What follows belongs to an exercise in optimizing a design on an open flow for small area and a short achievable clock period; a production flow would make more cautious choices.
The RTL was checked by simulation tests, not by an equivalence proof against the original design.
The flow treats the clock pin as an ideal source. Dropping or thinning the clock tree relies on that and would not hold on a real chip.
Power and IR drop assume default switching activity.

## north
==> flow/design.v <==
module async_ram_sp (
	input clk, rst_n,
	input MOSI,             
	input ho_d,             
	input ho,               
	input [9:0] sr,         
	output reg [7:0] dout   
	);
function [8:0] ring_slot;    
	input [7:0] a;
	reg [4:0] r;
	reg [1:0] y;
	begin
		if (a[3:2] != 2'b11) begin
			r = {1'b0, a[7:4]};
			y = a[3:2];
		end else begin
			case (a[7:4])
			4'd0:  begin r = 5'd16; y = 2'd0; end
			4'd1:  begin r = 5'd16; y = 2'd1; end
			4'd2:  begin r = 5'd16; y = 2'd2; end
			4'd3:  begin r = 5'd17; y = 2'd0; end
			4'd4:  begin r = 5'd17; y = 2'd1; end
			4'd5:  begin r = 5'd17; y = 2'd2; end
			4'd6:  begin r = 5'd18; y = 2'd0; end
			4'd7:  begin r = 5'd18; y = 2'd1; end
			4'd8:  begin r = 5'd18; y = 2'd2; end
			4'd9:  begin r = 5'd19; y = 2'd0; end
			4'd10: begin r = 5'd19; y = 2'd1; end
			4'd11: begin r = 5'd19; y = 2'd2; end
			4'd12: begin r = 5'd20; y = 2'd0; end
			4'd13: begin r = 5'd20; y = 2'd1; end
			4'd14: begin r = 5'd20; y = 2'd2; end
			default: begin r = 5'd21; y = 2'd0; end
			endcase
		end
		ring_slot = {r, y, a[1:0]};
	end
endfunction
wire [8:0] rd_addr = ring_slot({sr[6:0], MOSI});
wire [8:0] wr_addr = ring_slot(sr[8:1]);
reg [1:0] phx, phy;
always @(posedge clk) begin
	phx <= phx + 2'd1;
	if (phx == 2'd3)
		phy <= (phy == 2'd2) ? 2'd0 : phy + 2'd1;
end
wire [1:0] nphx = phx + 2'd1;
wire [1:0] nphy = (phx != 2'd3) ? phy : (phy == 2'd2) ? 2'd0 : phy + 2'd1;
reg [4:0] r_ring, w_ring;    
reg [3:0] r_slot, w_slot;
reg pa, pw, pr;              
reg [7:0] wdata;             
reg [7:0] wbus;              
reg wp;                      
reg wzd;                     
reg [7:0] pf;                
reg w_match, r_match;        
reg [5:0] rsel_hi;           
reg [3:0] rsel_lo;           
reg [5:0] land_hi;           
reg [3:0] land_lo;           
reg [7:0] tq;                
reg same_ring;               
wire c00 = pa & rst_n;
wire c01 = pw & rst_n;
wire c11 = pr & rst_n;
wire [1:0] nnphx = phx + 2'd2;
wire [1:0] nnphy = (phx[1] == 1'b0) ? phy : (phy == 2'd2) ? 2'd0 : phy + 2'd1;
reg w_match_d;
always @(posedge clk)
	w_match_d <= (nnphx == w_slot[1:0]) & ((nnphy == w_slot[3:2]) | (w_ring == 5'd21) | (w_slot[3:2] == 2'b11));
wire w_land = wp & w_match;
wire w_keep = wp & ~w_match;
wire wp_d = c01 | w_keep;
always @(posedge clk) begin
	pa <= rst_n & ho & (sr[9:8] == 2'b00);
	pw <= rst_n & ho & (sr[9:8] == 2'b01);
	pr <= rst_n & ho & (sr[9:8] == 2'b11);
	w_match <= w_match_d;
	r_match <= (nphx == r_slot[1:0]) & ((nphy == r_slot[3:2]) | (r_ring == 5'd21));
	land_hi <= (w_match_d & wp_d) ? (6'd1 << w_ring[4:2]) : 6'd0;
	land_lo <= 4'd1 << w_ring[1:0];
	rsel_hi <= 6'd1 << r_ring[4:2];
	rsel_lo <= 4'd1 << r_ring[1:0];
	same_ring <= (w_ring == r_ring);
end
wire [22*8-1:0] pre;    
genvar g;
generate
	for (g = 0; g < 22; g = g + 1) begin : rg
		localparam N = (g == 21) ? 4 : 12;
		reg [8*N-1:0] s;
		wire [7:0] nxt = (land_hi[g / 4] & land_lo[g % 4]) ? wbus : s[8*N-1 -: 8];
		always @(posedge clk)
			s <= {s[8*N-9:0], nxt};
		assign pre[8*g +: 8] = s[8*N-9 -: 8];
	end
endgenerate
reg [7:0] grp [0:5];
reg [7:0] tq_d;
integer i, j;
always @(*) begin
	for (j = 0; j < 6; j = j + 1) begin
		grp[j] = 8'd0;
		for (i = 0; i < 4; i = i + 1)
			if (4 * j + i < 22)
				grp[j] = grp[j] | (pre[8*(4*j+i) +: 8] & {8{rsel_lo[i]}});
	end
	tq_d = 8'd0;
	for (j = 0; j < 6; j = j + 1)
		tq_d = tq_d | (grp[j] & {8{rsel_hi[j]}});
end
wire [7:0] pf_d = !r_match ? pf : (w_land && same_ring) ? wdata : tq;
wire zreq = ~rst_n | wzd;
always @(posedge clk) begin
	tq <= tq_d;
	pf <= pf_d;
	if (c01)
		wdata <= sr[8:1];
	wbus <= c01 ? sr[8:1] : wdata;
	wp <= wp_d;
	wzd <= zreq & w_keep;
	if (c00) begin
		w_ring <= wr_addr[8:4];
		w_slot <= wr_addr[3:0];
	end else if (zreq && !w_keep) begin
		w_ring <= 5'd0;
		w_slot <= 4'd0;
	end
	if (~rst_n) begin
		r_ring <= 5'd0;
		r_slot <= 4'd0;
	end else if (ho_d && sr[8:7] == 2'b10) begin
		r_ring <= rd_addr[8:4];
		r_slot <= rd_addr[3:0];
	end
	if (~rst_n)
		dout <= 8'd0;
	else if (c11)
		dout <= pf_d;
end
endmodule
module slave (
	input MOSI, SS_n, clk, rst_n,
	input [7:0] tx_data,
	output reg MISO,
	output ho_d,                 
	output reg ho,               
	output reg [9:0] shift_reg   
	);
localparam IDLE = 3'b000;
localparam CHK_CMD = 3'b001;
localparam READ_ADD = 3'b010;
localparam READ_DATA = 3'b011;
localparam WRITE = 3'b100;
reg [2:0] cs, ns;
reg [4:0] counter;
reg flag;
reg show;    
wire in_frame = (cs == READ_ADD) || (cs == READ_DATA) || (cs == WRITE);
always @(posedge clk) begin
	if (SS_n)
		counter <= 0;
	else if (cs != IDLE)
		if (cs != READ_DATA && counter == 11)
			counter <= 0;
		else if (cs == READ_DATA && counter == 20)
			counter <= 0;
		else
			counter <= counter + 1;
	else
		counter <= 0;
end
always @(posedge clk)
	shift_reg <= {shift_reg[8:0], MOSI};
always @(posedge clk) begin
	if (~rst_n) begin
		cs <= IDLE;
		flag <= 1'b0;
	end
	else begin
		cs <= ns;
		if (cs == READ_ADD)
			flag <= 1'b1;
		else if (cs == READ_DATA)
			flag <= 1'b0;
	end
end
always @(*) begin
	ns = cs;
	case (cs)
		IDLE:      ns = SS_n ? IDLE : CHK_CMD;
		CHK_CMD:   if (SS_n) ns = IDLE;
		           else if (counter != 0) ns = shift_reg[0] ? (flag ? READ_DATA : READ_ADD) : WRITE;
		READ_ADD,
		READ_DATA,
		WRITE:     if (SS_n) ns = IDLE;
		default:   ns = IDLE;
	endcase
end
assign ho_d = rst_n && !SS_n && in_frame && counter == 10;
always @(posedge clk) begin
	ho <= ho_d;
	show <= rst_n && !SS_n && cs == READ_DATA && counter >= 12 && counter <= 19;
end
wire [2:0] bit_idx = 3'd4 - counter[2:0];    
always @(posedge clk) begin
	if (~rst_n)
		MISO <= 1'b0;
	else
		MISO <= show && tx_data[bit_idx];
end
endmodule
module top (
    input clk, rst_n, MOSI, SS_n,
    output MISO
    );
wire [9:0] sr;       
wire ho_d;           
wire ho;             
wire [7:0] tx_data;  
slave dut (
    .MOSI(MOSI),
    .SS_n(SS_n),
    .clk(clk),
    .rst_n(rst_n),
    .tx_data(tx_data),
    .MISO(MISO),
    .ho_d(ho_d),
    .ho(ho),
    .shift_reg(sr)
    );
async_ram_sp my_ram (
    .clk(clk),
    .rst_n(rst_n),
    .MOSI(MOSI),
    .ho_d(ho_d),
    .ho(ho),
    .sr(sr),
    .dout(tx_data)
    );
endmodule
export LEC_CHECK = 0
export CAP_MARGIN = 20
export CORE_MARGIN = 2
export CORE_UTILIZATION = 70
export PLACE_DENSITY = 0.8
export SETUP_SLACK_MARGIN = 2.26
export SLEW_MARGIN = 20
create_clock -name core_clock -period 4.0 [get_ports {clk}]
standard.sh (not shown) runs the stock make flow with config.mk's settings and CLKGATE_MAP_FILE= SYNTH_SCRIPT=/design/flow/synth_recipe.tcl, a recipe that flattens the netlist after the stock synthesis.
==> flow/flow/run.sh <==
#!/bin/bash
# The standard flow's own layout (standard.sh), with one change in its clock tree synthesis step:
# flow/post_cts.tcl (which runs flow/ctree.tcl), sourced at the end of ORFS's cts.tcl
# (POST_CTS_TCL), replaces the
# clock tree with a two-level one (clock port -> 4 buf_16 buffers -> 72 leaf buffers -> flip-flops).
# standard.sh's output goes to standard.log, each tool's to ORFS's own logs under orfs/logs.
set -euo pipefail
export CTS_ARGS="-sink_clustering_enable -repair_clock_nets -sink_clustering_size 26 -sink_clustering_max_diameter 80 -dont_use_dummy_load"
export POST_CTS_TCL="$PWD/flow/post_cts.tcl"
export CTREE_LEAVES=72
export CTREE_TOP=sky130_fd_sc_hd__buf_16
export CTREE_LEAF=sky130_fd_sc_hd__clkbuf_16
bash standard.sh finish > standard.log 2>&1
Other scripts of this flow, unchanged in this note and not shown: flow/flow/ctree.tcl, flow/flow/post_cts.tcl
Here is what was changed in the inputs of south compared with north.
# north
export LEC_CHECK = 0
export CAP_MARGIN = 20
export CORE_MARGIN = 2
export CORE_UTILIZATION = 70
export PLACE_DENSITY = 0.8
export SETUP_SLACK_MARGIN = 2.26
export SLEW_MARGIN = 20
create_clock -name core_clock -period 4.0 [get_ports {clk}]
# south
export LEC_CHECK = 0
export CAP_MARGIN = 20
export CORE_MARGIN = 2
export CORE_UTILIZATION = 70
export PLACE_DENSITY = 0.8
export SETUP_SLACK_MARGIN = 2.3
export SLEW_MARGIN = 20
create_clock -name core_clock -period 4.0 [get_ports {clk}]
==> comparison <==
- Final area across south and north: no real change.
- north -> south: net load switching power decreased slightly
- Going from north to south, the largest net degree at the start of global routing was found to have gone down by 3.
- There was hardly any difference in smallest setup slack after layout between north and south.
In every run of this note, the design's own scripts or RTL, not TritonCTS, make the clock network.

-- separate check: timing with driven ports --
The flow's constraints put no driver on any port. The routed layouts listed below were extracted and timed again, unchanged, in two steps. Step 1 sets driving cells, clkbuf_16 on the clock port and buf_2 on the other inputs (assumed; they add their load-dependent delay and slew). Step 2, shift: input delay + t, output delay - t, t = (earliest + latest rising clock arrival at the registers) / 2. This alone moves slack from input paths to output paths. a / b / c = ideal ports / drivers / drivers and shift; a / b = the first two.
| run | shift t [ns] | setup slack, ns | worst setup path after step 2 | latest minus earliest clock arrival (ns) | worst data-port slew with drivers (ns) |
|---|---|---|---|---|---|
| north | 0.632 | 2.278 / 2.134 / 1.982 | input to register | 0.035 / 0.034 | 0.04 |
| south | 0.621 | 2.278 / 2.134 / 2.036 | input to register | 0.021 / 0.021 | 0.04 |
After both steps every run listed still meets setup and hold. The setup slack of north, which loses most, moves by -0.144 ns with the drivers and by -0.296 ns with both steps.
